This is an optimization exercise on Yosys and OpenROAD, whose aim is small area and a short achievable clock period, not a production implementation. In this exercise RTL edits were held to simulation tests only and were not proved equivalent to the original. Power and IR drop assume default switching activity.

`flow/flow/run.sh`:
```
#!/bin/bash
set -o pipefail
export BUFFER_PORTS_ARGS="-buffer_cell sky130_fd_sc_hd__buf_1"
cp standard.sh standard_sh.txt 2>/dev/null
bash standard.sh > standard.log 2>&1
```
`flow/standard.sh`:
```
#!/bin/bash
# synth_recipe.tcl (not shown) runs the flow's synth.tcl, then flattens the netlist and writes it again
# the make line also repeats each setting of config.mk as NAME=value (left out here)
make -C /OpenROAD-flow-scripts/flow DESIGN_CONFIG=/design/flow/config.mk WORK_HOME=/design/flow/orfs CLKGATE_MAP_FILE= SYNTH_SCRIPT=/design/flow/synth_recipe.tcl "${@:-finish}"
```
`flow/config.mk`:
```
export PLATFORM = sky130hd
export DESIGN_NAME = complex
export DESIGN_NICKNAME = complex
export VERILOG_FILES = /design/flow/design.v
export SDC_FILE = /design/flow/constraint.sdc
export NUM_CORES = 4
export LEC_CHECK = 0
export CAP_MARGIN = 20
export CORE_MARGIN = 2
export CORE_UTILIZATION = 40
export CTS_BUF_LIST = sky130_fd_sc_hd__clkbuf_8
export CTS_CLUSTER_DIAMETER = 200
export CTS_CLUSTER_SIZE = 32
export PLACE_DENSITY = 0.6
export SETUP_SLACK_MARGIN = 4.4
export SLEW_MARGIN = 20
export SYNTH_HIERARCHICAL = 1
export TNS_END_PERCENT = 20
```
`flow/constraint.sdc`:
```
create_clock -name core_clock -period 10.0 [get_ports {clk}]
set_input_delay 2.0000 -clock core_clock [delete_from_list [all_inputs] [get_ports {clk}]]
set_output_delay 2.0000 -clock core_clock [all_outputs]
set_load 0.01 [all_outputs]
```
`flow/design.v`:
```
module HA(input a, input b, output s, output co);
  assign s = a ^ b;
  assign co = a & b;
endmodule
module HAN(input a, input b, output s, output co);
  assign s = ~(a ^ b);
  OR2 o (a, b, co);
endmodule
module OR2(input a, input b, output y);
  assign y = a | b;
endmodule
module FA(input a, input b, input c, output s, output co);
  assign s = a ^ b ^ c;
  assign co = (a & b) | (a & c) | (b & c);
endmodule
module FA1(input a, input b, output s, output co);
  assign s = ~(a ^ b);
  OR2 o (a, b, co);
endmodule
module G_NAND2(input a, input b, output y);
  assign y = ~(a & b);
endmodule
module G_NOR2(input a, input b, output y);
  assign y = ~(a | b);
endmodule
module G_XOR2(input a, input b, output y);
  assign y = a ^ b;
endmodule
module G_XNOR2(input a, input b, output y);
  assign y = ~(a ^ b);
endmodule
module G_INV(input a, output y);
  assign y = ~a;
endmodule
module G_AOI21(input a1, input a2, input b1, output y);
  assign y = ~((a1 & a2) | b1);
endmodule
module G_OAI21(input a1, input a2, input b1, output y);
  assign y = ~((a1 | a2) & b1);
endmodule
module complex(clk, a0, a1, b0, b1, im, re);
  input clk;
  input [7:0] a0, a1, b0, b1;
  output reg [15:0] im, re;
  wire [15:0] re_d, im_d;
  wire rs1;
  wire rc2;
  wire rs3;
  wire rc4;
  wire rs5;
  wire rc6;
  wire rs7;
  wire rc8;
  wire rs9;
  wire rc10;
  wire rs11;
  wire rc12;
  wire rs13;
  wire rc14;
  wire rs15;
  wire rc16;
  wire rs17;
  wire rc18;
  wire rs19;
  wire rc20;
  wire rs21;
  wire rc22;
  wire rs23;
  wire rc24;
  wire rs25;
  wire rc26;
  wire rs27;
  wire rc28;
  wire rs29;
  wire rc30;
  wire rs31;
  wire rc32;
  wire rs33;
  wire rc34;
  wire rs35;
  wire rc36;
  wire rs37;
  wire rc38;
  wire rs39;
  wire rc40;
  wire rs41;
  wire rc42;
  wire rs43;
  wire rc44;
  wire rs45;
  wire rc46;
  wire rs47;
  wire rc48;
  wire rs49;
  wire rc50;
  wire rs51;
  wire rc52;
  wire rs53;
  wire rc54;
  wire rs55;
  wire rc56;
  wire rs57;
  wire rc58;
  wire rs59;
  wire rc60;
  wire rs61;
  wire rc62;
  wire rs63;
  wire rc64;
  wire rn65;
  wire rs66;
  wire rc67;
  wire rs68;
  wire rc69;
  wire rs70;
  wire rc71;
  wire rs72;
  wire rc73;
  wire rs74;
  wire rc75;
  wire rs76;
  wire rc77;
  wire rs78;
  wire rc79;
  wire rs80;
  wire rc81;
  wire rs82;
  wire rc83;
  wire rs84;
  wire rc85;
  wire rs86;
  wire rc87;
  wire rs88;
  wire rc89;
  wire rs90;
  wire rc91;
  wire rs92;
  wire rc93;
  wire rs94;
  wire rc95;
  wire rs96;
  wire rc97;
  wire rs98;
  wire rc99;
  wire rs100;
  wire rc101;
  wire rs102;
  wire rc103;
  wire rs104;
  wire rc105;
  wire rs106;
  wire rc107;
  wire rs108;
  wire rc109;
  wire rs110;
  wire rc111;
  wire rs112;
  wire rc113;
  wire rs114;
  wire rc115;
  wire rs116;
  wire rc117;
  wire rs118;
  wire rc119;
  wire rs120;
  wire rc121;
  wire rn122;
  wire rs123;
  wire rc124;
  wire rs125;
  wire rc126;
  wire rs127;
  wire rc128;
  wire rs129;
  wire rc130;
  wire rs131;
  wire rc132;
  wire rs133;
  wire rc134;
  wire rs135;
  wire rc136;
  wire rs137;
  wire rc138;
  wire rs139;
  wire rc140;
  wire rs141;
  wire rc142;
  wire rs143;
  wire rc144;
  wire rs145;
  wire rc146;
  wire rs147;
  wire rc148;
  wire rs149;
  wire rc150;
  wire rs151;
  wire rc152;
  wire rs153;
  wire rc154;
  wire rs155;
  wire rc156;
  wire rs157;
  wire rc158;
  wire rs159;
  wire rc160;
  wire rs161;
  wire rc162;
  wire rs163;
  wire rc164;
  wire rs165;
  wire rc166;
  wire rs167;
  wire rc168;
  wire rs169;
  wire rc170;
  wire rs171;
  wire rc172;
  wire rs173;
  wire rc174;
  wire rs175;
  wire rc176;
  wire rs177;
  wire rc178;
  wire rs179;
  wire rc180;
  wire rs181;
  wire rc182;
  wire rs183;
  wire rc184;
  wire rs185;
  wire rc186;
  wire rs187;
  wire rc188;
  wire rs189;
  wire rc190;
  wire rs191;
  wire rc192;
  wire rs193;
  wire rc194;
  wire rs195;
  wire rc196;
  wire rs197;
  wire rc198;
  wire rs199;
  wire rc200;
  wire rs201;
  wire rc202;
  wire rs203;
  wire rc204;
  wire rs205;
  wire rc206;
  wire rs207;
  wire rc208;
  wire rs209;
  wire rc210;
  wire rs211;
  wire rc212;
  wire rs213;
  wire rc214;
  wire rs215;
  wire rc216;
  wire rs217;
  wire rc218;
  wire rs219;
  wire rc220;
  wire rs221;
  wire rc222;
  wire rs223;
  wire rc224;
  wire rs225;
  wire rc226;
  wire rars227;
  wire rarc228;
  wire rars229;
  wire rarc230;
  wire rars231;
  wire rarc232;
  wire rars233;
  wire rarc234;
  wire rars235;
  wire rarc236;
  wire rars237;
  wire rarc238;
  wire rapw239;
  wire ragw240;
  wire ratw241;
  wire rapw242;
  wire ragw243;
  wire ratw244;
  wire rapw245;
  wire ragw246;
  wire ratw247;
  wire rapw248;
  wire ragw249;
  wire ratw250;
  wire rapw251;
  wire ragw252;
  wire ratw253;
  wire rapw254;
  wire ragw255;
  wire ratw256;
  wire rapw257;
  wire ragw258;
  wire ratw259;
  wire rapw260;
  wire ragw261;
  wire ratw262;
  wire rapw263;
  wire ragw264;
  wire ratw265;
  wire rapw266;
  wire raiw267;
  wire raxw268;
  wire raxw269;
  wire rayw270;
  wire raxw271;
  wire rayw272;
  wire raxw273;
  wire rayw274;
  wire raxw275;
  wire rayw276;
  wire raiw277;
  wire raxw278;
  wire raxw279;
  wire raiw280;
  wire raiw281;
  wire raxw282;
  wire rayw283;
  wire raxw284;
  wire rayw285;
  wire raxw286;
  wire raiw287;
  wire raxw288;
  wire raiw289;
  wire raxw290;
  wire raxw291;
  wire raiw292;
  wire raxw293;
  wire raxw294;
  wire rasw295;
  wire rasw296;
  wire rasw297;
  wire rasw298;
  wire rasw299;
  wire rasw300;
  wire rasw301;
  wire rasw302;
  wire rasw303;
  wire rasw304;
  wire is305;
  wire ic306;
  wire is307;
  wire ic308;
  wire is309;
  wire ic310;
  wire is311;
  wire ic312;
  wire is313;
  wire ic314;
  wire is315;
  wire ic316;
  wire is317;
  wire ic318;
  wire is319;
  wire ic320;
  wire is321;
  wire ic322;
  wire is323;
  wire ic324;
  wire is325;
  wire ic326;
  wire is327;
  wire ic328;
  wire is329;
  wire ic330;
  wire is331;
  wire ic332;
  wire is333;
  wire ic334;
  wire is335;
  wire ic336;
  wire is337;
  wire ic338;
  wire is339;
  wire ic340;
  wire is341;
  wire ic342;
  wire is343;
  wire ic344;
  wire is345;
  wire ic346;
  wire is347;
  wire ic348;
  wire is349;
  wire ic350;
  wire is351;
  wire ic352;
  wire is353;
  wire ic354;
  wire is355;
  wire ic356;
  wire is357;
  wire ic358;
  wire is359;
  wire ic360;
  wire is361;
  wire ic362;
  wire is363;
  wire ic364;
  wire is365;
  wire ic366;
  wire is367;
  wire ic368;
  wire is369;
  wire ic370;
  wire is371;
  wire ic372;
  wire is373;
  wire ic374;
  wire is375;
  wire ic376;
  wire is377;
  wire ic378;
  wire is379;
  wire ic380;
  wire is381;
  wire ic382;
  wire is383;
  wire ic384;
  wire is385;
  wire ic386;
  wire is387;
  wire ic388;
  wire is389;
  wire ic390;
  wire is391;
  wire ic392;
  wire is393;
  wire ic394;
  wire is395;
  wire ic396;
  wire is397;
  wire ic398;
  wire is399;
  wire ic400;
  wire is401;
  wire ic402;
  wire is403;
  wire ic404;
  wire is405;
  wire ic406;
  wire is407;
  wire ic408;
  wire is409;
  wire ic410;
  wire is411;
  wire ic412;
  wire is413;
  wire ic414;
  wire is415;
  wire ic416;
  wire is417;
  wire ic418;
  wire is419;
  wire ic420;
  wire is421;
  wire ic422;
  wire is423;
  wire ic424;
  wire is425;
  wire ic426;
  wire is427;
  wire ic428;
  wire is429;
  wire ic430;
  wire is431;
  wire ic432;
  wire is433;
  wire ic434;
  wire is435;
  wire ic436;
  wire is437;
  wire ic438;
  wire is439;
  wire ic440;
  wire is441;
  wire ic442;
  wire is443;
  wire ic444;
  wire is445;
  wire ic446;
  wire is447;
  wire ic448;
  wire is449;
  wire ic450;
  wire is451;
  wire ic452;
  wire is453;
  wire ic454;
  wire is455;
  wire ic456;
  wire is457;
  wire ic458;
  wire is459;
  wire ic460;
  wire is461;
  wire ic462;
  wire is463;
  wire ic464;
  wire is465;
  wire ic466;
  wire is467;
  wire ic468;
  wire is469;
  wire ic470;
  wire is471;
  wire ic472;
  wire is473;
  wire ic474;
  wire is475;
  wire ic476;
  wire is477;
  wire ic478;
  wire is479;
  wire ic480;
  wire is481;
  wire ic482;
  wire is483;
  wire ic484;
  wire is485;
  wire ic486;
  wire is487;
  wire ic488;
  wire is489;
  wire ic490;
  wire is491;
  wire ic492;
  wire is493;
  wire ic494;
  wire is495;
  wire ic496;
  wire is497;
  wire ic498;
  wire is499;
  wire ic500;
  wire is501;
  wire ic502;
  wire is503;
  wire ic504;
  wire is505;
  wire ic506;
  wire is507;
  wire ic508;
  wire is509;
  wire ic510;
  wire is511;
  wire ic512;
  wire is513;
  wire ic514;
  wire iasw515;
  wire iarw516;
  wire iars517;
  wire iarc518;
  wire iaow519;
  wire iars520;
  wire iarc521;
  wire iaow522;
  wire iars523;
  wire iarc524;
  wire iaow525;
  wire iars526;
  wire iarc527;
  wire iaow528;
  wire iars529;
  wire iarc530;
  wire iaow531;
  wire iapw532;
  wire iagw533;
  wire iatw534;
  wire iapw535;
  wire iagw536;
  wire iatw537;
  wire iapw538;
  wire iagw539;
  wire iatw540;
  wire iapw541;
  wire iagw542;
  wire iatw543;
  wire iapw544;
  wire iagw545;
  wire iatw546;
  wire iapw547;
  wire iagw548;
  wire iatw549;
  wire iapw550;
  wire iagw551;
  wire iatw552;
  wire iapw553;
  wire iagw554;
  wire iatw555;
  wire iapw556;
  wire iagw557;
  wire iatw558;
  wire iapw559;
  wire iaiw560;
  wire iaxw561;
  wire iaxw562;
  wire iayw563;
  wire iaxw564;
  wire iayw565;
  wire iaxw566;
  wire iayw567;
  wire iaxw568;
  wire iayw569;
  wire iaiw570;
  wire iaxw571;
  wire iaxw572;
  wire iaiw573;
  wire iaiw574;
  wire iaxw575;
  wire iayw576;
  wire iaxw577;
  wire iayw578;
  wire iaxw579;
  wire iaiw580;
  wire iaxw581;
  wire iaiw582;
  wire iaxw583;
  wire iaxw584;
  wire iaiw585;
  wire iaxw586;
  wire iaxw587;
  wire iasw588;
  wire iasw589;
  wire iasw590;
  wire iasw591;
  wire iasw592;
  wire iasw593;
  wire iasw594;
  wire iasw595;
  wire iasw596;
  wire iasw597;
  FA1 ru2 ((a0[0] & b0[6]), (a0[1] & b0[5]), rs1, rc2);
  FA1 ru4 ((a0[0] & b0[7]), (a0[1] & b0[6]), rs3, rc4);
  FA ru6 ((a0[2] & b0[5]), (a0[3] & b0[4]), (a0[4] & b0[3]), rs5, rc6);
  HA ru8 ((a0[5] & b0[2]), (a0[6] & b0[1]), rs7, rc8);
  FA1 ru10 ((a0[1] & b0[7]), (a0[2] & b0[6]), rs9, rc10);
  FA ru12 ((a0[3] & b0[5]), (a0[4] & b0[4]), (a0[5] & b0[3]), rs11, rc12);
  HA ru14 ((a0[6] & b0[2]), (a0[7] & b0[1]), rs13, rc14);
  FA ru16 ((a0[2] & b0[7]), (a0[3] & b0[6]), (a0[4] & b0[5]), rs15, rc16);
  FA1 ru18 ((a0[0] & b0[4]), (a0[1] & b0[3]), rs17, rc18);
  FA1 ru20 ((a0[0] & b0[5]), (a0[1] & b0[4]), rs19, rc20);
  FA ru22 ((a0[2] & b0[3]), (a0[3] & b0[2]), (a0[4] & b0[1]), rs21, rc22);
  HA ru24 ((a0[5] & b0[0]), ~(a1[0] & b1[5]), rs23, rc24);
  FA ru26 ((a0[2] & b0[4]), (a0[3] & b0[3]), (a0[4] & b0[2]), rs25, rc26);
  FA ru28 ((a0[5] & b0[1]), (a0[6] & b0[0]), ~(a1[0] & b1[6]), rs27, rc28);
  FA ru30 (~(a1[1] & b1[5]), ~(a1[2] & b1[4]), ~(a1[3] & b1[3]), rs29, rc30);
  HA ru32 (~(a1[4] & b1[2]), ~(a1[5] & b1[1]), rs31, rc32);
  FA ru34 ((a0[7] & b0[0]), ~(a1[0] & b1[7]), ~(a1[1] & b1[6]), rs33, rc34);
  FA ru36 (~(a1[2] & b1[5]), ~(a1[3] & b1[4]), ~(a1[4] & b1[3]), rs35, rc36);
  FA ru38 (~(a1[5] & b1[2]), ~(a1[6] & b1[1]), ~(a1[7] & b1[0]), rs37, rc38);
  FA ru40 (rc2, rs3, rs7, rs39, rc40);
  FA ru42 (~(a1[1] & b1[7]), ~(a1[2] & b1[6]), ~(a1[3] & b1[5]), rs41, rc42);
  FA ru44 (~(a1[4] & b1[4]), ~(a1[5] & b1[3]), ~(a1[6] & b1[2]), rs43, rc44);
  FA ru46 (~(a1[7] & b1[1]), rc4, rc8, rs45, rc46);
  FA ru48 (rs9, rs13, rc6, rs47, rc48);
  FA ru50 ((a0[5] & b0[4]), (a0[6] & b0[3]), (a0[7] & b0[2]), rs49, rc50);
  FA ru52 (~(a1[2] & b1[7]), ~(a1[3] & b1[6]), ~(a1[4] & b1[5]), rs51, rc52);
  FA ru54 (~(a1[5] & b1[4]), ~(a1[6] & b1[3]), ~(a1[7] & b1[2]), rs53, rc54);
  FA ru56 (rc10, rc14, rc12, rs55, rc56);
  FA ru58 ((a0[3] & b0[7]), (a0[4] & b0[6]), (a0[5] & b0[5]), rs57, rc58);
  FA ru60 ((a0[6] & b0[4]), (a0[7] & b0[3]), ~(a1[3] & b1[7]), rs59, rc60);
  FA ru62 (~(a1[4] & b1[6]), ~(a1[5] & b1[5]), ~(a1[6] & b1[4]), rs61, rc62);
  FA ru64 ((a0[4] & b0[7]), (a0[5] & b0[6]), (a0[6] & b0[5]), rs63, rc64);
  assign rn65 = ~(a0[0] & b0[2]);
  FA1 ru67 ((a0[0] & b0[3]), (a0[1] & b0[2]), rs66, rc67);
  FA ru69 ((a0[2] & b0[1]), (a0[3] & b0[0]), ~(a1[0] & b1[3]), rs68, rc69);
  FA ru71 ((a0[2] & b0[2]), (a0[3] & b0[1]), (a0[4] & b0[0]), rs70, rc71);
  FA ru73 (~(a1[0] & b1[4]), ~(a1[1] & b1[3]), ~(a1[2] & b1[2]), rs72, rc73);
  HA ru75 (~(a1[3] & b1[1]), ~(a1[4] & b1[0]), rs74, rc75);
  FA ru77 (~(a1[1] & b1[4]), ~(a1[2] & b1[3]), ~(a1[3] & b1[2]), rs76, rc77);
  FA ru79 (~(a1[4] & b1[1]), ~(a1[5] & b1[0]), rc18, rs78, rc79);
  FA ru81 (rs19, rs23, rc75, rs80, rc81);
  FA ru83 (~(a1[6] & b1[0]), rc20, rs1, rs82, rc83);
  FA ru85 (rc24, rs31, rc22, rs84, rc85);
  FA ru87 (rc77, rs25, rs27, rs86, rc87);
  FA ru89 (rc32, rc26, rc28, rs88, rc89);
  FA ru91 (rc30, rs5, rs33, rs90, rc91);
  FA ru93 (rs35, rs37, rc83, rs92, rc93);
  FA ru95 (rc34, rc36, rc38, rs94, rc95);
  FA ru97 (rs11, rs41, rs43, rs96, rc97);
  FA ru99 (rc40, rs45, rc89, rs98, rc99);
  FA ru101 (rc42, rc44, rs15, rs100, rc101);
  FA ru103 (rs49, rs51, rs53, rs102, rc103);
  FA ru105 (rc46, rc48, rc95, rs104, rc105);
  FA ru107 (~(a1[7] & b1[3]), rc16, rc50, rs106, rc107);
  FA ru109 (rc52, rc54, rs57, rs108, rc109);
  FA ru111 (rs59, rs61, rc56, rs110, rc111);
  FA ru113 ((a0[7] & b0[4]), ~(a1[4] & b1[7]), ~(a1[5] & b1[6]), rs112, rc113);
  FA ru115 (~(a1[6] & b1[5]), ~(a1[7] & b1[4]), rc58, rs114, rc115);
  FA ru117 (rc60, rc62, rs63, rs116, rc117);
  FA ru119 ((a0[5] & b0[7]), (a0[6] & b0[6]), (a0[7] & b0[5]), rs118, rc119);
  FA ru121 (~(a1[5] & b1[7]), ~(a1[6] & b1[6]), ~(a1[7] & b1[5]), rs120, rc121);
  assign rn122 = ~(a0[0] & b0[1]);
  FA ru124 ((a0[1] & b0[1]), (a0[2] & b0[0]), ~(a1[0] & b1[2]), rs123, rc124);
  HA ru126 (~(a1[1] & b1[1]), ~(a1[2] & b1[0]), rs125, rc126);
  FA ru128 (~(a1[1] & b1[2]), ~(a1[2] & b1[1]), ~(a1[3] & b1[0]), rs127, rc128);
  FA ru130 ((a0[0] & b0[2]), rs66, rc126, rs129, rc130);
  FA ru132 (rc67, rs17, rs74, rs131, rc132);
  FA ru134 (rc69, rc128, rs70, rs133, rc134);
  FA ru136 (rc71, rc73, rs21, rs135, rc136);
  FA ru138 (rs76, rs78, rc132, rs137, rc138);
  FA ru140 (rs29, rc79, rc81, rs139, rc140);
  FA ru142 (rs82, rs84, rc136, rs141, rc142);
  FA ru144 (rs39, rc85, rc87, rs143, rc144);
  FA ru146 (rs88, rs90, rc140, rs145, rc146);
  FA ru148 (rs47, rc91, rs94, rs147, rc148);
  FA ru150 (rs96, rc93, rs98, rs149, rc150);
  FA ru152 (rs55, rc97, rs100, rs151, rc152);
  FA ru154 (rs102, rc99, rs104, rs153, rc154);
  FA ru156 (rc101, rc103, rs106, rs155, rc156);
  FA ru158 (rs108, rc105, rs110, rs157, rc158);
  FA ru160 (rs112, rc107, rc109, rs159, rc160);
  FA ru162 (rs114, rs116, rc111, rs161, rc162);
  FA ru164 (rc64, rc113, rs118, rs163, rc164);
  FA ru166 (rs120, rc115, rc117, rs165, rc166);
  FA ru168 ((a0[6] & b0[7]), (a0[7] & b0[6]), ~(a1[6] & b1[7]), rs167, rc168);
  FA ru170 (~(a1[7] & b1[6]), rc119, rc121, rs169, rc170);
  HA ru172 ((a0[1] & b0[0]), ~(a1[0] & b1[1]), rs171, rc172);
  FA ru174 ((a0[0] & b0[1]), rn65, rs125, rs173, rc174);
  FA ru176 (rc124, rs68, rs127, rs175, rc176);
  FA ru178 (rs72, rc130, rs131, rs177, rc178);
  FA ru180 (rs80, rc134, rs135, rs179, rc180);
  FA ru182 (rs86, rc138, rs139, rs181, rc182);
  FA ru184 (rs92, rc142, rs143, rs183, rc184);
  FA ru186 (rc144, rs147, rc146, rs185, rc186);
  FA ru188 (rc148, rs151, rc150, rs187, rc188);
  FA ru190 (rc152, rs155, rc154, rs189, rc190);
  FA ru192 (rc156, rs159, rc158, rs191, rc192);
  FA ru194 (rs163, rc160, rs165, rs193, rc194);
  FA ru196 (rs167, rc164, rs169, rs195, rc196);
  FA ru198 ((a0[7] & b0[7]), ~(a1[7] & b1[7]), rc168, rs197, rc198);
  HA ru200 (~(a1[1] & b1[0]), rn122, rs199, rc200);
  FA ru202 (rc172, rc200, rs123, rs201, rc202);
  FA ru204 (rc174, rs129, rc202, rs203, rc204);
  FA ru206 (rc176, rs133, rs177, rs205, rc206);
  FA ru208 (rs137, rc178, rs179, rs207, rc208);
  FA ru210 (rs141, rc180, rs181, rs209, rc210);
  FA ru212 (rc182, rs145, rs183, rs211, rc212);
  FA ru214 (rs149, rc184, rs185, rs213, rc214);
  FA ru216 (rs153, rc186, rs187, rs215, rc216);
  FA ru218 (rs157, rc188, rs189, rs217, rc218);
  FA ru220 (rs161, rc190, rs191, rs219, rc220);
  FA ru222 (rc162, rs193, rc192, rs221, rc222);
  FA ru224 (rc166, rs195, rc194, rs223, rc224);
  FA ru226 (rc170, rs197, rc196, rs225, rc226);
  FA1 raru228 ((a0[0] & b0[0]), ~(a1[0] & b1[0]), rars227, rarc228);
  FA raru230 (rs171, rs199, rarc228, rars229, rarc230);
  FA raru232 (rs173, rs201, rarc230, rars231, rarc232);
  FA raru234 (rs175, rs203, rarc232, rars233, rarc234);
  FA raru236 (rc204, rs205, rarc234, rars235, rarc236);
  FA raru238 (rc206, rs207, rarc236, rars237, rarc238);
  G_XOR2 rapu239 (rc208, rs209, rapw239);
  G_NAND2 ragu240 (rc208, rs209, ragw240);
  G_NOR2 ratu241 (rc208, rs209, ratw241);
  G_XOR2 rapu242 (rc210, rs211, rapw242);
  G_NAND2 ragu243 (rc210, rs211, ragw243);
  G_NOR2 ratu244 (rc210, rs211, ratw244);
  G_XOR2 rapu245 (rc212, rs213, rapw245);
  G_NAND2 ragu246 (rc212, rs213, ragw246);
  G_NOR2 ratu247 (rc212, rs213, ratw247);
  G_XOR2 rapu248 (rc214, rs215, rapw248);
  G_NAND2 ragu249 (rc214, rs215, ragw249);
  G_NOR2 ratu250 (rc214, rs215, ratw250);
  G_XOR2 rapu251 (rc216, rs217, rapw251);
  G_NAND2 ragu252 (rc216, rs217, ragw252);
  G_NOR2 ratu253 (rc216, rs217, ratw253);
  G_XOR2 rapu254 (rc218, rs219, rapw254);
  G_NAND2 ragu255 (rc218, rs219, ragw255);
  G_NOR2 ratu256 (rc218, rs219, ratw256);
  G_XOR2 rapu257 (rc220, rs221, rapw257);
  G_NAND2 ragu258 (rc220, rs221, ragw258);
  G_NOR2 ratu259 (rc220, rs221, ratw259);
  G_XOR2 rapu260 (rc222, rs223, rapw260);
  G_NAND2 ragu261 (rc222, rs223, ragw261);
  G_NOR2 ratu262 (rc222, rs223, ratw262);
  G_XOR2 rapu263 (rc224, rs225, rapw263);
  G_NAND2 ragu264 (rc224, rs225, ragw264);
  G_NOR2 ratu265 (rc224, rs225, ratw265);
  G_XOR2 rapu266 (rc198, rc226, rapw266);
  G_INV raiu267 (rarc238, raiw267);
  G_OAI21 raxu268 (ratw241, raiw267, ragw240, raxw268);
  G_OAI21 raxu269 (ratw247, ragw243, ragw246, raxw269);
  G_NOR2 rayu270 (ratw247, ratw244, rayw270);
  G_OAI21 raxu271 (ratw253, ragw249, ragw252, raxw271);
  G_NOR2 rayu272 (ratw253, ratw250, rayw272);
  G_OAI21 raxu273 (ratw259, ragw255, ragw258, raxw273);
  G_NOR2 rayu274 (ratw259, ratw256, rayw274);
  G_OAI21 raxu275 (ratw265, ragw261, ragw264, raxw275);
  G_NOR2 rayu276 (ratw265, ratw262, rayw276);
  G_INV raiu277 (raxw268, raiw277);
  G_OAI21 raxu278 (ratw244, raiw277, ragw243, raxw278);
  G_AOI21 raxu279 (rayw270, raxw268, raxw269, raxw279);
  G_INV raiu280 (raxw271, raiw280);
  G_INV raiu281 (rayw272, raiw281);
  G_OAI21 raxu282 (ratw256, raiw280, ragw255, raxw282);
  G_NOR2 rayu283 (ratw256, raiw281, rayw283);
  G_AOI21 raxu284 (rayw274, raxw271, raxw273, raxw284);
  G_NAND2 rayu285 (rayw274, rayw272, rayw285);
  G_OAI21 raxu286 (ratw250, raxw279, ragw249, raxw286);
  G_INV raiu287 (raxw279, raiw287);
  G_AOI21 raxu288 (rayw272, raiw287, raxw271, raxw288);
  G_INV raiu289 (raxw279, raiw289);
  G_AOI21 raxu290 (rayw283, raiw289, raxw282, raxw290);
  G_OAI21 raxu291 (rayw285, raxw279, raxw284, raxw291);
  G_INV raiu292 (raxw291, raiw292);
  G_OAI21 raxu293 (ratw262, raiw292, ragw261, raxw293);
  G_AOI21 raxu294 (rayw276, raxw291, raxw275, raxw294);
  G_XOR2 rasu295 (rapw239, rarc238, rasw295);
  G_XOR2 rasu296 (rapw242, raxw268, rasw296);
  G_XOR2 rasu297 (rapw245, raxw278, rasw297);
  G_XNOR2 rasu298 (rapw248, raxw279, rasw298);
  G_XOR2 rasu299 (rapw251, raxw286, rasw299);
  G_XNOR2 rasu300 (rapw254, raxw288, rasw300);
  G_XNOR2 rasu301 (rapw257, raxw290, rasw301);
  G_XOR2 rasu302 (rapw260, raxw291, rasw302);
  G_XOR2 rasu303 (rapw263, raxw293, rasw303);
  G_XNOR2 rasu304 (rapw266, raxw294, rasw304);
  HAN iu306 (~(a0[0] & b1[6]), ~(a0[1] & b1[5]), is305, ic306);
  FA iu308 (~(a0[0] & b1[7]), ~(a0[1] & b1[6]), ~(a0[2] & b1[5]), is307, ic308);
  FA iu310 (~(a0[3] & b1[4]), ~(a0[4] & b1[3]), ~(a0[5] & b1[2]), is309, ic310);
  FA iu312 (~(a0[1] & b1[7]), ~(a0[2] & b1[6]), ~(a0[3] & b1[5]), is311, ic312);
  HAN iu314 (~(a0[4] & b1[4]), ~(a0[5] & b1[3]), is313, ic314);
  HAN iu316 (~(a0[2] & b1[7]), ~(a0[3] & b1[6]), is315, ic316);
  HAN iu318 (~(a0[0] & b1[4]), ~(a0[1] & b1[3]), is317, ic318);
  FA iu320 (~(a0[0] & b1[5]), ~(a0[1] & b1[4]), ~(a0[2] & b1[3]), is319, ic320);
  FA iu322 (~(a0[3] & b1[2]), ~(a0[4] & b1[1]), ~(a0[5] & b1[0]), is321, ic322);
  FA iu324 (~(a0[2] & b1[4]), ~(a0[3] & b1[3]), ~(a0[4] & b1[2]), is323, ic324);
  FA iu326 (~(a0[5] & b1[1]), ~(a0[6] & b1[0]), ~(a1[0] & b0[6]), is325, ic326);
  FA iu328 (~(a1[1] & b0[5]), ~(a1[2] & b0[4]), ~(a1[3] & b0[3]), is327, ic328);
  FA iu330 (~(a0[6] & b1[1]), ~(a0[7] & b1[0]), ~(a1[0] & b0[7]), is329, ic330);
  FA iu332 (~(a1[1] & b0[6]), ~(a1[2] & b0[5]), ~(a1[3] & b0[4]), is331, ic332);
  FA iu334 (~(a1[4] & b0[3]), ~(a1[5] & b0[2]), ~(a1[6] & b0[1]), is333, ic334);
  HAN iu336 (~(a1[7] & b0[0]), ic306, is335, ic336);
  FA iu338 (~(a0[6] & b1[2]), ~(a0[7] & b1[1]), ~(a1[1] & b0[7]), is337, ic338);
  FA iu340 (~(a1[2] & b0[6]), ~(a1[3] & b0[5]), ~(a1[4] & b0[4]), is339, ic340);
  FA iu342 (~(a1[5] & b0[3]), ~(a1[6] & b0[2]), ~(a1[7] & b0[1]), is341, ic342);
  FA iu344 (is313, ic308, ic310, is343, ic344);
  FA iu346 (~(a0[4] & b1[5]), ~(a0[5] & b1[4]), ~(a0[6] & b1[3]), is345, ic346);
  FA iu348 (~(a0[7] & b1[2]), ~(a1[2] & b0[7]), ~(a1[3] & b0[6]), is347, ic348);
  FA iu350 (~(a1[4] & b0[5]), ~(a1[5] & b0[4]), ~(a1[6] & b0[3]), is349, ic350);
  FA iu352 (~(a1[7] & b0[2]), ic314, is315, is351, ic352);
  FA iu354 (~(a0[3] & b1[7]), ~(a0[4] & b1[6]), ~(a0[5] & b1[5]), is353, ic354);
  FA iu356 (~(a0[6] & b1[4]), ~(a0[7] & b1[3]), ~(a1[3] & b0[7]), is355, ic356);
  FA iu358 (~(a1[4] & b0[6]), ~(a1[5] & b0[5]), ~(a1[6] & b0[4]), is357, ic358);
  FA iu360 (~(a0[4] & b1[7]), ~(a0[5] & b1[6]), ~(a0[6] & b1[5]), is359, ic360);
  FA iu362 (~(a0[0] & b1[3]), ~(a0[1] & b1[2]), ~(a0[2] & b1[1]), is361, ic362);
  FA iu364 (~(a0[2] & b1[2]), ~(a0[3] & b1[1]), ~(a0[4] & b1[0]), is363, ic364);
  FA iu366 (~(a1[0] & b0[4]), ~(a1[1] & b0[3]), ~(a1[2] & b0[2]), is365, ic366);
  FA iu368 (~(a1[0] & b0[5]), ~(a1[1] & b0[4]), ~(a1[2] & b0[3]), is367, ic368);
  FA iu370 (~(a1[3] & b0[2]), ~(a1[4] & b0[1]), ~(a1[5] & b0[0]), is369, ic370);
  HAN iu372 (ic318, ic364, is371, ic372);
  FA iu374 (~(a1[4] & b0[2]), ~(a1[5] & b0[1]), ~(a1[6] & b0[0]), is373, ic374);
  FA iu376 (is305, ic320, ic322, is375, ic376);
  FA iu378 (ic368, ic370, is323, is377, ic378);
  FA iu380 (ic324, ic326, ic328, is379, ic380);
  FA iu382 (ic374, is307, is309, is381, ic382);
  FA iu384 (is329, is331, is333, is383, ic384);
  FA iu386 (ic330, ic332, ic334, is385, ic386);
  FA iu388 (is311, is337, is339, is387, ic388);
  FA iu390 (is341, ic336, ic380, is389, ic390);
  FA iu392 (ic312, ic338, ic340, is391, ic392);
  FA iu394 (ic342, is345, is347, is393, ic394);
  FA iu396 (is349, is351, ic344, is395, ic396);
  FA iu398 (~(a1[7] & b0[3]), ic316, ic346, is397, ic398);
  FA iu400 (ic348, ic350, is353, is399, ic400);
  FA iu402 (is355, is357, ic352, is401, ic402);
  FA iu404 (~(a0[7] & b1[4]), ~(a1[4] & b0[7]), ~(a1[5] & b0[6]), is403, ic404);
  FA iu406 (~(a1[6] & b0[5]), ~(a1[7] & b0[4]), ic354, is405, ic406);
  FA iu408 (ic356, ic358, is359, is407, ic408);
  FA iu410 (~(a0[5] & b1[7]), ~(a0[6] & b1[6]), ~(a0[7] & b1[5]), is409, ic410);
  FA iu412 (~(a1[5] & b0[7]), ~(a1[6] & b0[6]), ~(a1[7] & b0[5]), is411, ic412);
  FA iu414 (~(a0[0] & b1[2]), ~(a0[1] & b1[1]), ~(a0[2] & b1[0]), is413, ic414);
  FA iu416 (~(a0[3] & b1[0]), ~(a1[0] & b0[3]), ~(a1[1] & b0[2]), is415, ic416);
  HAN iu418 (~(a1[2] & b0[1]), ~(a1[3] & b0[0]), is417, ic418);
  FA iu420 (~(a1[3] & b0[1]), ~(a1[4] & b0[0]), is317, is419, ic420);
  FA iu422 (ic418, ic362, ic416, is421, ic422);
  FA iu424 (ic366, is319, is321, is423, ic424);
  FA iu426 (is367, is369, is371, is425, ic426);
  FA iu428 (is325, is327, is373, is427, ic428);
  FA iu430 (ic372, is375, ic424, is429, ic430);
  FA iu432 (is335, ic376, ic378, is431, ic432);
  FA iu434 (is379, ic428, is381, is433, ic434);
  FA iu436 (is343, ic382, ic384, is435, ic436);
  FA iu438 (is385, is387, is389, is437, ic438);
  FA iu440 (ic386, ic388, is391, is439, ic440);
  FA iu442 (is393, ic390, is395, is441, ic442);
  FA iu444 (ic392, ic394, is397, is443, ic444);
  FA iu446 (is399, is401, ic396, is445, ic446);
  FA iu448 (is403, ic398, ic400, is447, ic448);
  FA iu450 (is405, is407, ic402, is449, ic450);
  FA iu452 (ic360, ic404, is409, is451, ic452);
  FA iu454 (is411, ic406, ic408, is453, ic454);
  FA iu456 (~(a0[6] & b1[7]), ~(a0[7] & b1[6]), ~(a1[6] & b0[7]), is455, ic456);
  FA iu458 (~(a1[7] & b0[6]), ic410, ic412, is457, ic458);
  HAN iu460 (~(a0[0] & b1[1]), ~(a0[1] & b1[0]), is459, ic460);
  FA iu462 (~(a1[0] & b0[2]), ~(a1[1] & b0[1]), ~(a1[2] & b0[0]), is461, ic462);
  FA iu464 (is417, ic414, ic462, is463, ic464);
  FA iu466 (is363, is365, is419, is465, ic466);
  FA iu468 (ic420, ic422, is423, is467, ic468);
  FA iu470 (is377, is427, ic426, is469, ic470);
  FA iu472 (is383, ic430, is431, is471, ic472);
  FA iu474 (ic432, ic434, is435, is473, ic474);
  FA iu476 (ic436, is439, ic438, is475, ic476);
  FA iu478 (ic440, is443, ic442, is477, ic478);
  FA iu480 (ic444, is447, is449, is479, ic480);
  FA iu482 (is451, ic448, is453, is481, ic482);
  FA iu484 (is455, ic452, is457, is483, ic484);
  FA iu486 (~(a0[7] & b1[7]), ~(a1[7] & b0[7]), ic456, is485, ic486);
  HAN iu488 (~(a1[0] & b0[1]), ~(a1[1] & b0[0]), is487, ic488);
  FA iu490 (ic460, ic488, is413, is489, ic490);
  FA iu492 (is361, is415, is463, is491, ic492);
  FA iu494 (ic464, is421, is465, is493, ic494);
  FA iu496 (is425, ic466, is467, is495, ic496);
  FA iu498 (is429, ic468, is469, is497, ic498);
  FA iu500 (is433, ic470, is471, is499, ic500);
  FA iu502 (is437, ic472, is473, is501, ic502);
  FA iu504 (is441, ic474, is475, is503, ic504);
  FA iu506 (is445, ic476, is477, is505, ic506);
  FA iu508 (ic446, is479, ic478, is507, ic508);
  FA iu510 (ic450, is481, ic480, is509, ic510);
  FA iu512 (ic454, is483, ic482, is511, ic512);
  FA iu514 (ic458, is485, ic484, is513, ic514);
  G_XOR2 iasu515 (~(a0[0] & b1[0]), ~(a1[0] & b0[0]), iasw515);
  OR2 iaru516 (~(a0[0] & b1[0]), ~(a1[0] & b0[0]), iarw516);
  FA iaru518 (is459, is487, iarw516, iars517, iarc518);
  G_INV iaou519 (iars517, iaow519);
  FA iaru521 (is461, is489, iarc518, iars520, iarc521);
  G_INV iaou522 (iars520, iaow522);
  FA iaru524 (ic490, is491, iarc521, iars523, iarc524);
  G_INV iaou525 (iars523, iaow525);
  FA iaru527 (ic492, is493, iarc524, iars526, iarc527);
  G_INV iaou528 (iars526, iaow528);
  FA iaru530 (ic494, is495, iarc527, iars529, iarc530);
  G_INV iaou531 (iars529, iaow531);
  G_XOR2 iapu532 (ic496, is497, iapw532);
  G_NAND2 iagu533 (ic496, is497, iagw533);
  G_NOR2 iatu534 (ic496, is497, iatw534);
  G_XOR2 iapu535 (ic498, is499, iapw535);
  G_NAND2 iagu536 (ic498, is499, iagw536);
  G_NOR2 iatu537 (ic498, is499, iatw537);
  G_XOR2 iapu538 (ic500, is501, iapw538);
  G_NAND2 iagu539 (ic500, is501, iagw539);
  G_NOR2 iatu540 (ic500, is501, iatw540);
  G_XOR2 iapu541 (ic502, is503, iapw541);
  G_NAND2 iagu542 (ic502, is503, iagw542);
  G_NOR2 iatu543 (ic502, is503, iatw543);
  G_XOR2 iapu544 (ic504, is505, iapw544);
  G_NAND2 iagu545 (ic504, is505, iagw545);
  G_NOR2 iatu546 (ic504, is505, iatw546);
  G_XOR2 iapu547 (ic506, is507, iapw547);
  G_NAND2 iagu548 (ic506, is507, iagw548);
  G_NOR2 iatu549 (ic506, is507, iatw549);
  G_XOR2 iapu550 (ic508, is509, iapw550);
  G_NAND2 iagu551 (ic508, is509, iagw551);
  G_NOR2 iatu552 (ic508, is509, iatw552);
  G_XOR2 iapu553 (ic510, is511, iapw553);
  G_NAND2 iagu554 (ic510, is511, iagw554);
  G_NOR2 iatu555 (ic510, is511, iatw555);
  G_XOR2 iapu556 (ic512, is513, iapw556);
  G_NAND2 iagu557 (ic512, is513, iagw557);
  G_NOR2 iatu558 (ic512, is513, iatw558);
  G_XOR2 iapu559 (ic486, ic514, iapw559);
  G_INV iaiu560 (iarc530, iaiw560);
  G_AOI21 iaxu561 (iagw533, iaiw560, iatw534, iaxw561);
  G_AOI21 iaxu562 (iagw539, iatw537, iatw540, iaxw562);
  G_NAND2 iayu563 (iagw539, iagw536, iayw563);
  G_AOI21 iaxu564 (iagw545, iatw543, iatw546, iaxw564);
  G_NAND2 iayu565 (iagw545, iagw542, iayw565);
  G_AOI21 iaxu566 (iagw551, iatw549, iatw552, iaxw566);
  G_NAND2 iayu567 (iagw551, iagw548, iayw567);
  G_AOI21 iaxu568 (iagw557, iatw555, iatw558, iaxw568);
  G_NAND2 iayu569 (iagw557, iagw554, iayw569);
  G_INV iaiu570 (iaxw561, iaiw570);
  G_AOI21 iaxu571 (iagw536, iaiw570, iatw537, iaxw571);
  G_OAI21 iaxu572 (iayw563, iaxw561, iaxw562, iaxw572);
  G_INV iaiu573 (iaxw564, iaiw573);
  G_INV iaiu574 (iayw565, iaiw574);
  G_AOI21 iaxu575 (iagw548, iaiw573, iatw549, iaxw575);
  G_NAND2 iayu576 (iagw548, iaiw574, iayw576);
  G_OAI21 iaxu577 (iayw567, iaxw564, iaxw566, iaxw577);
  G_NOR2 iayu578 (iayw567, iayw565, iayw578);
  G_AOI21 iaxu579 (iagw542, iaxw572, iatw543, iaxw579);
  G_INV iaiu580 (iaxw572, iaiw580);
  G_OAI21 iaxu581 (iayw565, iaiw580, iaxw564, iaxw581);
  G_INV iaiu582 (iaxw572, iaiw582);
  G_OAI21 iaxu583 (iayw576, iaiw582, iaxw575, iaxw583);
  G_AOI21 iaxu584 (iayw578, iaxw572, iaxw577, iaxw584);
  G_INV iaiu585 (iaxw584, iaiw585);
  G_AOI21 iaxu586 (iagw554, iaiw585, iatw555, iaxw586);
  G_OAI21 iaxu587 (iayw569, iaxw584, iaxw568, iaxw587);
  G_XNOR2 iasu588 (iapw532, iarc530, iasw588);
  G_XNOR2 iasu589 (iapw535, iaxw561, iasw589);
  G_XNOR2 iasu590 (iapw538, iaxw571, iasw590);
  G_XOR2 iasu591 (iapw541, iaxw572, iasw591);
  G_XNOR2 iasu592 (iapw544, iaxw579, iasw592);
  G_XOR2 iasu593 (iapw547, iaxw581, iasw593);
  G_XOR2 iasu594 (iapw550, iaxw583, iasw594);
  G_XNOR2 iasu595 (iapw553, iaxw584, iasw595);
  G_XNOR2 iasu596 (iapw556, iaxw586, iasw596);
  G_XOR2 iasu597 (iapw559, iaxw587, iasw597);
  assign re_d[0] = rars227;
  assign re_d[1] = rars229;
  assign re_d[2] = rars231;
  assign re_d[3] = rars233;
  assign re_d[4] = rars235;
  assign re_d[5] = rars237;
  assign re_d[6] = rasw295;
  assign re_d[7] = rasw296;
  assign re_d[8] = rasw297;
  assign re_d[9] = rasw298;
  assign re_d[10] = rasw299;
  assign re_d[11] = rasw300;
  assign re_d[12] = rasw301;
  assign re_d[13] = rasw302;
  assign re_d[14] = rasw303;
  assign re_d[15] = rasw304;
  assign im_d[0] = iasw515;
  assign im_d[1] = iaow519;
  assign im_d[2] = iaow522;
  assign im_d[3] = iaow525;
  assign im_d[4] = iaow528;
  assign im_d[5] = iaow531;
  assign im_d[6] = iasw588;
  assign im_d[7] = iasw589;
  assign im_d[8] = iasw590;
  assign im_d[9] = iasw591;
  assign im_d[10] = iasw592;
  assign im_d[11] = iasw593;
  assign im_d[12] = iasw594;
  assign im_d[13] = iasw595;
  assign im_d[14] = iasw596;
  assign im_d[15] = iasw597;
  always @(posedge clk) begin
    re <= re_d;
    im <= im_d;
  end
endmodule
```
==> results of run 1 <==
per-stage QoR:
stage	util [%]	cell area (µm²)	instances	worst slack [ps]
2_1_floorplan	-	7610	721	4240
3_3_place_gp	42.1	7600	966	3510
3_5_place_dp	42.1	7600	966	3460
4_1_cts	44.3	7990	981	4390
5_1_grt	45.6	8220	988	4350
6_report	45.6	8220	988	4470
worst max-delay path: cells and delay by family:
kind | cells | cell delay, ps
xor gates and xnor gates | 1 | 120
and+or+nand+nor | 2 | 270
AOI/OAI and AO/OA | 3 | 380
adders and majority gates | 6 | 2630
buffers and inverters | 3 | 330
path summary, 6_finish.rpt:
path,start,to,slack (ps),cells past startpoint
hold / removal,a0[0],im[0]$_DFF_P_,2010,3
setup / recovery,b0[3],re[12]$_DFF_P_,4470,15
Yosys stat by module (local to each module, per instance), excerpt:
module | flip-flops and latches | cells | copies in the design
complex | 32 | 338 | 1
FA | 0 | 1 | 204
FA1 | 0 | 1 | 7
G_XNOR2 | 0 | 1 | 10
G_XOR2 | 0 | 1 | 31
G_AOI21 | 0 | 1 | 15
G_OAI21 | 0 | 1 | 15
G_NOR2 | 0 | 1 | 24
G_NAND2 | 0 | 1 | 24
layout by cell type, fill, tap and decap left out, types with 3 or more instances in the layout:
cell,synthesis,final
ha_1,8,7
and2_1,64,56
buf_4,20,16
xor2_1,31,31
o21ai_1,15,8
and2_4,0,8
o21ai_2,0,5
a21oi_2,15,14
nand2_1,218,215
nor2_1,24,18
xnor2_1,26,26
fa_2,0,34
buf_8,0,10
nand2_2,0,3
clkbuf_8,0,6
dfxtp_1,32,32
nor2_2,0,6
buf_6,12,18
inv_1,19,18
or2_1,17,17
buf_1,0,32
fa_1,204,170
per-layer routing:
layer | vias to the layer above | global-route usage (%) | share of wire (%)
met4 | 0 | 3.95 | 1.2
met2 | 147 | 29.1 | 50
met3 | 11 | 2.75 | 5.8
met5 | - | 0 | 0
li1 | 2222 | - | -
met1 | 2608 | 25.7 | 43
cell type report:
| class | instances | area [µm²] |
|---|---|---|
| clock buffer | 6 | 82.6 |
| multi-input combinational | 622 | 6490 |
| fill | 1725 | 9810 |
| clock inverter | 2 | 10.0 |
| timing repair buffer | 78 | 633 |
| sequential | 32 | 641 |
| tap | 229 | 287 |
| inverter | 19 | 71.3 |
kinds of logic (layout without fill, tap and decap cells):
family	count (synthesis)	in the layout	share of synthesized area [%]
AO/OA/AOI/OAI	30	30	2.80
XOR/XNOR	57	57	6.76
adder cells (fa/ha/maj)	212	212	56.7
buffers and inverters	67	105	5.92
flip-flops	32	32	8.68
AND/OR/NAND/NOR	323	323	19.2
what timing repair did:
item                                    4_1_cts  5_1_grt
resized for setup                           126       50
pin swaps                                    20       25
endpoints found under the setup margin       16       10
buffers inserted                              7        7
registers in the layout, summed over array words and instances, names as in the netlist:
register,flops
im,16
re,16
power by group:
group	switching [µW]	internal [µW]
clock	57.1	55.0
combinational	1350	1260
sequential	13.5	241
total	1420	1560
==> results.cfg, run 1 <==
[outcome]
status = complete, no violations

[floorplan]
dieArea_um2 = 19600
die_w_um = 140
start_util_pct = 41.0
fp.coreArea_um2 = 18000
die_h_um = 140
pin_count = 65
row_count = 49

[sta]
rsz0062_at_grt = true
setup_viol = 0
max_freq_mhz = 181
finalCritPeriodShare_pct = 55.3
slew_violations = 0
worstMarginPinSlew_ps = 260
finalHoldViolCount = 0
setup_tns_ps = 0
holdWs_ps = 2010
maxSlewHeadroom_pct = 82.5
period_minus_slack_ps = 5530

[route]
drt-total-wl_mm = 16.0
route.vias.total = 4988
routedWlPerCell_um = 16.2
ant_nets = 0
vias_per_cell = 5.05
firstDrtPassIters = 4
first_iter_violations = 209
drc_errors = 0

[global_routing]
grt_remaining_overflow = 0
grt_usage_pct = 17.9
grt_pass1_wl_mm = 27.8
antenna_found_initial = 0
grt_max_degree = 19
grt_pass1_vias = 5460

[setup_path]
cp_max_fo = 16
critPathKind = input port to register
timing.critical_path.mode_cell = fa_2
worstSetupStartpointType = input port
crit_chain = buf_6, and2_4, fa_2, fa_2, fa_2, fa_2, fa_1, fa_2, nand2_1, o21ai_2, buf_4, inv_1, o21ai_1, a21oi_2, xnor2_1
cp_slowest_cell = fa_2
end_kind = register
critPathRequiredTime_ps = 10200
critical-path-max-stage-delay_ps = 570
cp_data_arrival_time_ps = 5740

[synthesis]
synth_edf_count = 0
syn_area_um2 = 7380
synthArstFlopShare_pct = 0
yosysTopAreaCell = fa_1
synth_flop_cell = dfxtp_1
syn_nets = 966
ys_warn_count = 7
yosysUniqueCellTypes = 15
avgSynthCellArea_um2 = 10.2
synth_top_area_share_pct = 55.3
ys_seq_elements = 32
syn_inst = 721
synth_common_cells = nand2_1 (218), fa_1 (204), and2_1 (64)
synth.most_common_cell = nand2_1
synth_area_leaders = fa_1 (55%), nand2_1 (11%), dfxtp_1 (8.7%)
ys_seq_area_share_pct = 8.68

[clock_network]
cts_tree = built
path_clk_slew_ps = 70
clock_sinks = 32
cts_max_level = 2
cts-buffers-inserted = 5
clockBufferDepth = 2
hold_buffers = 0
clock-root-buffer = clkbuf_8

[power_and_ir_drop]
leakagePower_uw = 0.00306
power_uw = 2980
ir_drop_v = 0.000254
power.density_nw_per_um2 = 363

[placement]
port_buffers = 64
place_congestion = 0.818
dp_hpwl_mm = 12.0

[layout]
final_nets = 1003
antenna_cells = 0
drive_gt1_share_pct = 17.0
syn2layout_area_growth_pct = 11.3

[worst_hold_path]
holdCritPathClass = input port to register

[job]
maxCapViolations = 0
==> run 2, diff against run 1 <==
--- a/flow/config.mk
+++ b/flow/config.mk
@@ -12,7 +12,6 @@
 export CTS_CLUSTER_DIAMETER = 200
 export CTS_CLUSTER_SIZE = 32
 export PLACE_DENSITY = 0.6
-export SETUP_SLACK_MARGIN = 4.4
+export SETUP_SLACK_MARGIN = 4.2
 export SLEW_MARGIN = 20
 export SYNTH_HIERARCHICAL = 1
-export TNS_END_PERCENT = 20
==> run 2 against run 1 <==
Net effect: still clean; worst setup slack worse by 170 ps; highest routed layer unchanged; maximum frequency down 2.9%; via count is 0.56% lower; synthesized cell count unchanged; power shrank 10%; hold slack improved by 20 ps; clock power about the same; die area unchanged.
==> results.cfg, run 2 <==
[setup_path]
cp_slowest_cell = fa_1
critical-path-max-stage-delay_ps = 600
critPathRequiredTime_ps = 10200
cp_max_fo = 17
crit_chain = buf_4, and2_4, fa_2, fa_2, fa_1, fa_2, fa_1, fa_1, nor2_1, nor2_2, nand2_1, o21ai_2, buf_4, a21oi_2, xnor2_1
critPathKind = input port to register
worstSetupStartpointType = input port
cp_data_arrival_time_ps = 5900
end_kind = register

[synthesis]
yosysTopAreaCell = fa_1
ys_seq_elements = 32
synth_area_leaders = fa_1 (55%), nand2_1 (11%), dfxtp_1 (8.7%)
synth.most_common_cell = nand2_1
synth_flop_cell = dfxtp_1
syn_nets = 966
syn_inst = 721
ys_seq_area_share_pct = 8.68
syn_area_um2 = 7380
synth_edf_count = 0
synth_common_cells = nand2_1 (218), fa_1 (204), and2_1 (64)
synthArstFlopShare_pct = 0
ys_warn_count = 7
avgSynthCellArea_um2 = 10.2
yosysUniqueCellTypes = 15
synth_top_area_share_pct = 55.3

[route]
ant_nets = 0
routedWlPerCell_um = 15.7
drc_errors = 0
firstDrtPassIters = 4
route.vias.total = 4960
drt-total-wl_mm = 15.4
first_iter_violations = 239
vias_per_cell = 5.04

[clock_network]
hold_buffers = 0
cts_max_level = 2
path_clk_slew_ps = 70
clock_sinks = 32
clock-root-buffer = clkbuf_8
clockBufferDepth = 2
cts-buffers-inserted = 5
cts_tree = built

[layout]
final_common_cell = nand2_1
antenna_cells = 0
final_nets = 999
drive_gt1_share_pct = 11.8
layout_common_cells = nand2_1 (218), fa_1 (189), and2_1 (61)
top_regs = im (16), re (16)
syn2layout_area_growth_pct = 7.64

[power_and_ir_drop]
ir_drop_v = 0.000235
power.density_nw_per_um2 = 337
leakagePower_uw = 0.00298

[sta]
rsz0062_at_grt = false
finalCritPeriodShare_pct = 57.0
setup_viol = 0
setup_tns_ps = 0
slew_violations = 0
max_freq_mhz = 175
holdWs_ps = 2030
period_minus_slack_ps = 5700
worstMarginPinSlew_ps = 253
finalHoldViolCount = 0
maxSlewHeadroom_pct = 83.0

[global_routing]
grt_pass1_vias = 5310
grt_pass1_wl_mm = 26.7
grt_max_degree = 19
grt_remaining_overflow = 0
grt_usage_pct = 17.2
antenna_found_initial = 0

[placement]
place_congestion = 0.819
dp_hpwl_mm = 11.8
port_buffers = 64

[floorplan]
row_count = 49
pin_count = 65
start_util_pct = 41.0
die_h_um = 140
fp.coreArea_um2 = 18000
die_w_um = 140
dieArea_um2 = 19600

[worst_hold_path]
holdCritPathClass = input port to register

[outcome]
status = complete, no violations

[job]
maxCapViolations = 0
[run 2: cell counts after synthesis]
Identical to the previous run, type by type.
[run 2: cells by family (layout without fill, tap and decap cells)]
| family | count (synthesis) | count (layout) | share of synthesized area (%) |
|---|---|---|---|
| compound gates | 30 | 30 | 2.80 |
| buf+inv | 67 | 101 | 5.92 |
| fa+ha+maj | 212 | 212 | 56.7 |
| flops | 32 | 32 | 8.68 |
| simple gates | 323 | 323 | 19.2 |
| xor+xnor | 57 | 57 | 6.76 |
[run 2: layout make-up]
| type | instances | area [µm²] |
|---|---|---|
| clock buffers | 6 | 82.6 |
| flip-flops and latches | 32 | 641 |
| well taps | 229 | 287 |
| multi-input cells | 622 | 6390 |
| clock inverters | 2 | 10.0 |
| repair buffers | 74 | 469 |
| fillers | 1790 | 10100 |
| inverters | 19 | 71.3 |
[run 2: routing by layer]
layer | vias to the layer above | wire length (µm) | track usage [%]
li1 | 2210 | - | -
met1 | 2581 | 6380 | 24.5
met2 | 159 | 7840 | 28.4
met3 | 10 | 1040 | 2.27
met4 | 0 | 171 | 3.32
met5 | - | 0 | 0
[run 2: final timing paths]
path                  start        endpoint  slack [ps]  cells past startpoint
worst max-delay path  b0[1]  re[15]$_DFF_P_        4300                     15
worst min-delay path  a0[0]   im[0]$_DFF_P_        2030                      3
[run 2: modules after synthesis, one instance, submodules excluded]
| module | area, µm² | cells |
|---|---|---|
| FA | 20.0 | 1 |
| G_XOR2 | 8.76 | 1 |
| G_OAI21 | 5.00 | 1 |
| HAN | 8.76 | 1 |
| complex | 2130 | 338 |
| G_NOR2 | 3.75 | 1 |
| G_INV | 3.75 | 1 |
| OR2 | 6.26 | 1 |
| G_XNOR2 | 8.76 | 1 |
| G_AOI21 | 8.76 | 1 |
| FA1 | 8.76 | 1 |
| HA | 12.5 | 1 |
| G_NAND2 | 3.75 | 1 |
[run 2: timing repair]
| action | in CTS | in global routing |
|---|---|---|
| pin swaps | 2 | 9 |
| setup buffers | 1 | 6 |
| gates resized for setup | 47 | 69 |
| endpoints found under the setup margin | 14 | 8 |
[run 2: worst max-delay path: cells and delay by family]
| kind | cells | cell delay [ps] |
|---|---|---|
| fa+ha+maj | 6 | 2680 |
| simple gates | 4 | 530 |
| buf+inv | 2 | 330 |
| compound gates | 2 | 250 |
| xor+xnor | 1 | 110 |
[run 2: metrics by stage]
step	utilization [%]	cells	area, µm²	setup slack (ps)	power, µW
after detailed placement	42.1	969	7590	3410	2470
after global placement	42.1	969	7590	3450	2430
after floorplan	-	721	7570	4180	2120
final	44.1	984	7950	4300	2680
after CTS	43.0	978	7750	4200	2620
after global routing	44.1	984	7950	4170	3020
[run 2: where the power goes]
part / switching [µW] / total [µW] / leakage (µW) / internal (µW)
registers: 14.2 / 255 / 0.000270 / 241
clock network: 56.1 / 111 / 0.0000510 / 55.0
logic: 1240 / 2310 / 0.00266 / 1070
total: 1310 / 2680 / 0.00298 / 1360
==> run 3, diff against run 2 <==
--- a/flow/config.mk
+++ b/flow/config.mk
@@ -12,6 +12,6 @@
 export CTS_CLUSTER_DIAMETER = 200
 export CTS_CLUSTER_SIZE = 32
 export PLACE_DENSITY = 0.6
-export SETUP_SLACK_MARGIN = 4.2
+export SETUP_SLACK_MARGIN = 4.6
 export SLEW_MARGIN = 20
 export SYNTH_HIERARCHICAL = 1
==> run 3 against run 2 <==
Net effect: critical endpoint unchanged; synthesized cell count unchanged; combinational power grew 22%; utilization grew 3.4 points; critical path depth unchanged; still clean on timing, DRC and antenna; sequential power hardly changed; largest power group unchanged; hold slack lost 17 ps; sequential share of layout area fell by 0.58 points; critical path type unchanged.
==> results.cfg, run 3 <==
[floorplan]
start_util_pct = 41.0
pin_count = 65
fp.coreArea_um2 = 18000
row_count = 49
die_w_um = 140
die_h_um = 140
dieArea_um2 = 19600

[setup_path]
cp_max_fo = 16
worstSetupStartpointType = input port
timing.critical_path.mode_cell = fa_2
crit_end = re[15]$_DFF_P_
critical-path-max-stage-delay_ps = 500
crit_chain = buf_8, nand2_1, fa_2, fa_2, fa_1, fa_2, fa_1, fa_2, nor2_4, o21ai_4, a21oi_2, o21ai_2, buf_4, a21oi_2, xnor2_1
end_kind = register
crit_start = b1[2]
critPathRequiredTime_ps = 10250
critPathKind = input port to register
cp_data_arrival_time_ps = 5750
cp_slowest_cell = fa_1

[clock_network]
path_clk_slew_ps = 70
cts_max_level = 2
clockBufferDepth = 2
clock_sinks = 32
clock-root-buffer = clkbuf_8
cts-buffers-inserted = 5
cts_tree = built

[synthesis]
synth_flop_cell = dfxtp_1
syn_inst = 721
ys_seq_area_share_pct = 8.68
avgSynthCellArea_um2 = 10.2
synth_area_leaders = fa_1 (55%), nand2_1 (11%), dfxtp_1 (8.7%)
yosysTopAreaCell = fa_1
syn_nets = 966
synth_top_area_share_pct = 55.3
yosysUniqueCellTypes = 15
synthArstFlopShare_pct = 0
ys_warn_count = 7
syn_area_um2 = 7380
synth_edf_count = 0
ys_seq_elements = 32
synth.most_common_cell = nand2_1
synth_common_cells = nand2_1 (218), fa_1 (204), and2_1 (64)

[sta]
finalCritPeriodShare_pct = 55.0
finalHoldViolCount = 0
setup_tns_ps = 0
setup_viol = 0
slew_violations = 0
max_freq_mhz = 182
period_minus_slack_ps = 5500
worstMarginPinSlew_ps = 276
holdWs_ps = 2020
rsz0062_at_grt = true
maxSlewHeadroom_pct = 81.6

[global_routing]
grt_max_degree = 19
grt_pass1_vias = 5390
grt_remaining_overflow = 0
grt_pass1_wl_mm = 27.4
antenna_found_initial = 0
grt_usage_pct = 17.8

[placement]
dp_hpwl_mm = 11.9
place_congestion = 0.803
port_buffers = 64

[route]
drt-total-wl_mm = 16.5
route.vias.total = 5010
routedWlPerCell_um = 16.5
vias_per_cell = 5.02
firstDrtPassIters = 4
first_iter_violations = 305
drc_errors = 0
ant_nets = 0

[layout]
seqCellArea_um2 = 641
top_regs = im (16), re (16)
antenna_cells = 0
layout_common_cells = nand2_1 (203), fa_1 (156), and2_1 (57)
multiInputGateArea_um2 = 6640
final_nets = 1013
drive_gt1_share_pct = 22.6
fill_cells = 1696
final_common_cell = nand2_1
syn2layout_area_growth_pct = 16.0

[job]
maxCapViolations = 0

[outcome]
status = complete, no violations

[power_and_ir_drop]
ir_drop_v = 0.000299
leakagePower_uw = 0.00317
power.density_nw_per_um2 = 371

[worst_hold_path]
holdCritPathClass = input port to register
-- run 3: changes by cell type in the layout (fill, tap and decap cells not counted), sizes merged --
cell    before  now
clkbuf       9    7
buf         71   87
-- run 3: worst min path at each step --
stage,from,end,slack (ps),cells after the start
3_3_place_gp,re[4]$_DFF_P_,re[4],2390,1
4_1_cts,a1[0],im[0]$_DFF_P_,2010,3
2_1_floorplan,a0[0],re[0]$_DFF_P_,2230,2
6_report,a0[0],im[0]$_DFF_P_,2020,3
5_1_grt,a0[0],im[0]$_DFF_P_,2030,3
3_5_place_dp,im[1]$_DFF_P_,im[1],2380,1
-- run 3: metal layers --
metal,global-route usage [%],up-vias,share of wire [%]
li1,-,2239,-
met1,24.6,2605,42
met2,29.5,147,51
met3,2.24,19,5.7
met4,5.32,0,1.8
met5,0,-,0
-- run 3: layout make-up --
type | count | area share, %
multi-input combinational | 622 | 77.6
sequential | 32 | 7.48
inverter | 19 | 0.833
tap | 229 | 3.35
clock inverter | 2 | 0.117
clock buffer | 6 | 0.964
timing repair buffer | 88 | 9.70
-- run 3: per-module statistics from Yosys (local to each module, per instance), a selection --
module   cell area [µm²]  cells
G_XNOR2             8.76      1
G_NOR2              3.75      1
HA                  12.5      1
G_XOR2              8.76      1
G_AOI21             8.76      1
HAN                 8.76      1
FA                  20.0      1
FA1                 8.76      1
G_INV               3.75      1
OR2                 6.26      1
G_OAI21             5.00      1
complex             2130    338
-- run 3: power by group --
group | leakage (µW) | internal, µW | switching, µW
clock | 0.0000510 | 55.0 | 59.1
sequential | 0.000270 | 241 | 14.0
combinational | 0.00285 | 1370 | 1440
total | 0.00317 | 1660 | 1520
-- run 3: repair_timing --
action	in CTS	in global routing
resized for setup	133	88
hold buffers	0	0
endpoints found under the setup margin	17	14
gates cloned	0	1
pin swaps	32	36
setup buffers	17	5
-- run 3: through the flow --
step           worst slack (ps)  instance area (µm²)  utilization [%]  std cells  total power (µW)
3_3_place_gp               3550                 7690             42.7        967              2540
3_5_place_dp               3510                 7690             42.7        967              2570
4_1_cts                    4440                 8220             45.6        992              2880
5_1_grt                    4380                 8560             47.5        998              3550
2_1_floorplan              4260                 7710                -        721              2220
6_report                   4500                 8560             47.5        998              3180
-- run 3: cell families after synthesis --
group | after synthesis | share of synthesized area, %
AO/OA/AOI/OAI | 30 | 2.80
XOR/XNOR | 57 | 6.76
adder cells (fa/ha/maj) | 212 | 56.7
buffers and inverters | 67 | 5.92
flip-flops | 32 | 8.68
AND/OR/NAND/NOR | 323 | 19.2
-- run 3: worst max-delay path: cells and delay by family --
| kind | cells | cell delay, ps |
|---|---|---|
| AO/OA/AOI/OAI | 4 | 450 |
| adder cells (fa/ha/maj) | 6 | 2600 |
| AND/OR/NAND/NOR | 2 | 270 |
| buffers and inverters | 2 | 280 |
| XOR/XNOR | 1 | 120 |
==> run 4, diff against run 3 <==
--- a/flow/config.mk
+++ b/flow/config.mk
@@ -12,6 +12,6 @@
 export CTS_CLUSTER_DIAMETER = 200
 export CTS_CLUSTER_SIZE = 32
 export PLACE_DENSITY = 0.6
-export SETUP_SLACK_MARGIN = 4.6
+export SETUP_SLACK_MARGIN = 4.4
 export SLEW_MARGIN = 20
 export SYNTH_HIERARCHICAL = 1
==> run 4 against run 3 <==
Net effect: still clean; sequential cell count stayed put; worst setup slack lost 26 ps; sequential share of layout area rose by 0.39 points; synthesized area did not move; non-clock buffer count shrank 8; hold slack improved by 20 ps; maximum frequency fell by 0.48%; utilization shrank 2.3 points; synthesized cell count did not move; power shrank 7.1%; critical endpoint is now re[14]$_DFF_P_.
==> results.cfg, run 4 <==
[clock_network]
path_clk_slew_ps = 70
cts_tree = built
cts_max_level = 2
hold_buffers = 0
clockBufferDepth = 2
clock-root-buffer = clkbuf_8

[route]
drt-total-wl_mm = 16.4
drc_errors = 0
route.vias.total = 4972
firstDrtPassIters = 5
ant_nets = 0
routedWlPerCell_um = 16.5

[global_routing]
grt_pass1_vias = 5549
grt_max_degree = 19
antenna_found_initial = 0
grt_remaining_overflow = 0
grt_pass1_wl_mm = 27.8
grt_usage_pct = 18.1

[sta]
max_freq_mhz = 181
slew_violations = 0
setup_viol = 0
maxSlewHeadroom_pct = 82.3
finalHoldViolCount = 0
worstMarginPinSlew_ps = 264
holdWs_ps = 2040
rsz0062_at_grt = true
finalCritPeriodShare_pct = 55.2
period_minus_slack_ps = 5520
setup_tns_ps = 0

[floorplan]
die_h_um = 140
die_w_um = 140
fp.coreArea_um2 = 18000
row_count = 49
pin_count = 65
dieArea_um2 = 19600
start_util_pct = 41.0

[synthesis]
synth_area_leaders = fa_1 (55%), nand2_1 (11%), dfxtp_1 (8.7%)
ys_warn_count = 7
syn_area_um2 = 7380
synth_flop_cell = dfxtp_1
synth_top_area_share_pct = 55.3
avgSynthCellArea_um2 = 10.2
ys_seq_elements = 32
synth_common_cells = nand2_1 (218), fa_1 (204), and2_1 (64)
ys_seq_area_share_pct = 8.68
yosysUniqueCellTypes = 15
yosysTopAreaCell = fa_1
synth_edf_count = 0
synthArstFlopShare_pct = 0

[setup_path]
cp_max_fo = 16
critical-path-max-stage-delay_ps = 530
end_kind = register
cp_slowest_cell = fa_1
cp_top_family = adder cells
worstSetupStartpointType = input port
path_buf_inv = 2
cp_data_arrival_time_ps = 5760

[power_and_ir_drop]
power.density_nw_per_um2 = 363
ir_drop_v = 0.000276
leakagePower_uw = 0.00304
power_frac_clock_pct = 3.8

[job]
maxCapViolations = 0

[layout]
final_common_cell = nand2_1
top_regs = im (16), re (16)
drive_gt1_share_pct = 15.2
final_nets = 1005

[placement]
port_buffers = 64
place_congestion = 0.786
dp_hpwl_mm = 12.1

[outcome]
status = complete, no violations

[worst_hold_path]
holdCritPathClass = input port to register
## run 4: changes by cell type in the layout (fill, tap and decap cells not counted), moves of 5 or more
cell and delta:
fa_1 +19, fa_2 -19, nand2_1 +11, nor2_1 +5
nand2_2 -10, buf_8 -9, buf_6 +11, buf_12 -12
## run 4: stage by stage
stage | power [µW] | setup slack, ps | util [%] | std cells
after floorplan | 2140 | 4250 | - | 721
after global placement | 2470 | 3510 | 42.3 | 967
after detailed placement | 2510 | 3450 | 42.3 | 967
after CTS | 2840 | 4400 | 44.1 | 983
after global routing | 3320 | 4320 | 45.2 | 990
final | 2950 | 4480 | 45.2 | 990
## run 4: cell type report
cell class / count / area (µm²)
multi-input cells: 622 / 6460
fillers: 1749 / 9880
flip-flops and latches: 32 / 641
repair buffers: 80 / 593
clock buffers: 6 / 82.6
inverters: 19 / 71.3
well taps: 229 / 287
clock inverters: 2 / 10.0
## run 4: Yosys stat by module, one instance, submodules excluded, a selection
module / cell area [µm²] / cells / flip-flops and latches
G_XOR2: 8.76 / 1 / 0
G_NAND2: 3.75 / 1 / 0
G_OAI21: 5.00 / 1 / 0
OR2: 6.26 / 1 / 0
FA1: 8.76 / 1 / 0
HA: 12.5 / 1 / 0
## run 4: final timing paths
path  start              to  slack [ps]  depth (start not counted)
max   b0[4]  re[14]$_DFF_P_        4480                         15
min   a0[0]   im[0]$_DFF_P_        2040                          3
## run 4: power by group through the flow
| stage | registers [µW] | clock network (µW) | logic, µW |
|---|---|---|---|
| 3_3_place_gp | 260 | 0 | 2210 |
| 6_report | 256 | 112 | 2590 |
| 4_1_cts | 258 | 119 | 2460 |
| 3_5_place_dp | 261 | 0 | 2240 |
| 5_1_grt | 262 | 122 | 2930 |
| 2_1_floorplan | 293 | 0 | 1850 |
## run 4: per-layer routing
layer	part of all wire [%]	vias to the layer above	global-route usage [%]
met1	41	2567	24.8
met3	7.0	9	3.10
met4	1.0	0	3.74
met5	0	-	0
li1	-	2219	-
met2	51	177	30.4
## run 4: cells by family after synthesis
family                     synth area share, %
adders and majority gates                 56.7
AOI/OAI and AO/OA                         2.80
buffers and inverters                     5.92
xor gates and xnor gates                  6.76
and+or+nand+nor                           19.2
DFF                                       8.68
## run 4: repair_timing
item	in CTS	in global routing
setup buffers	8	7
endpoints found under the hold margin	0	0
resized for setup	105	39
setup endpoints to repair	16	12
pin swaps	10	10

Re-timed with assumed drivers on the ports (clkbuf_16 on the clock, buf_2 on other inputs), run 4 has 4.476 ns of setup slack against 4.476 ns with ideal ports, and 4.135 ns once port delays also move by the mid clock arrival of 0.341 ns.
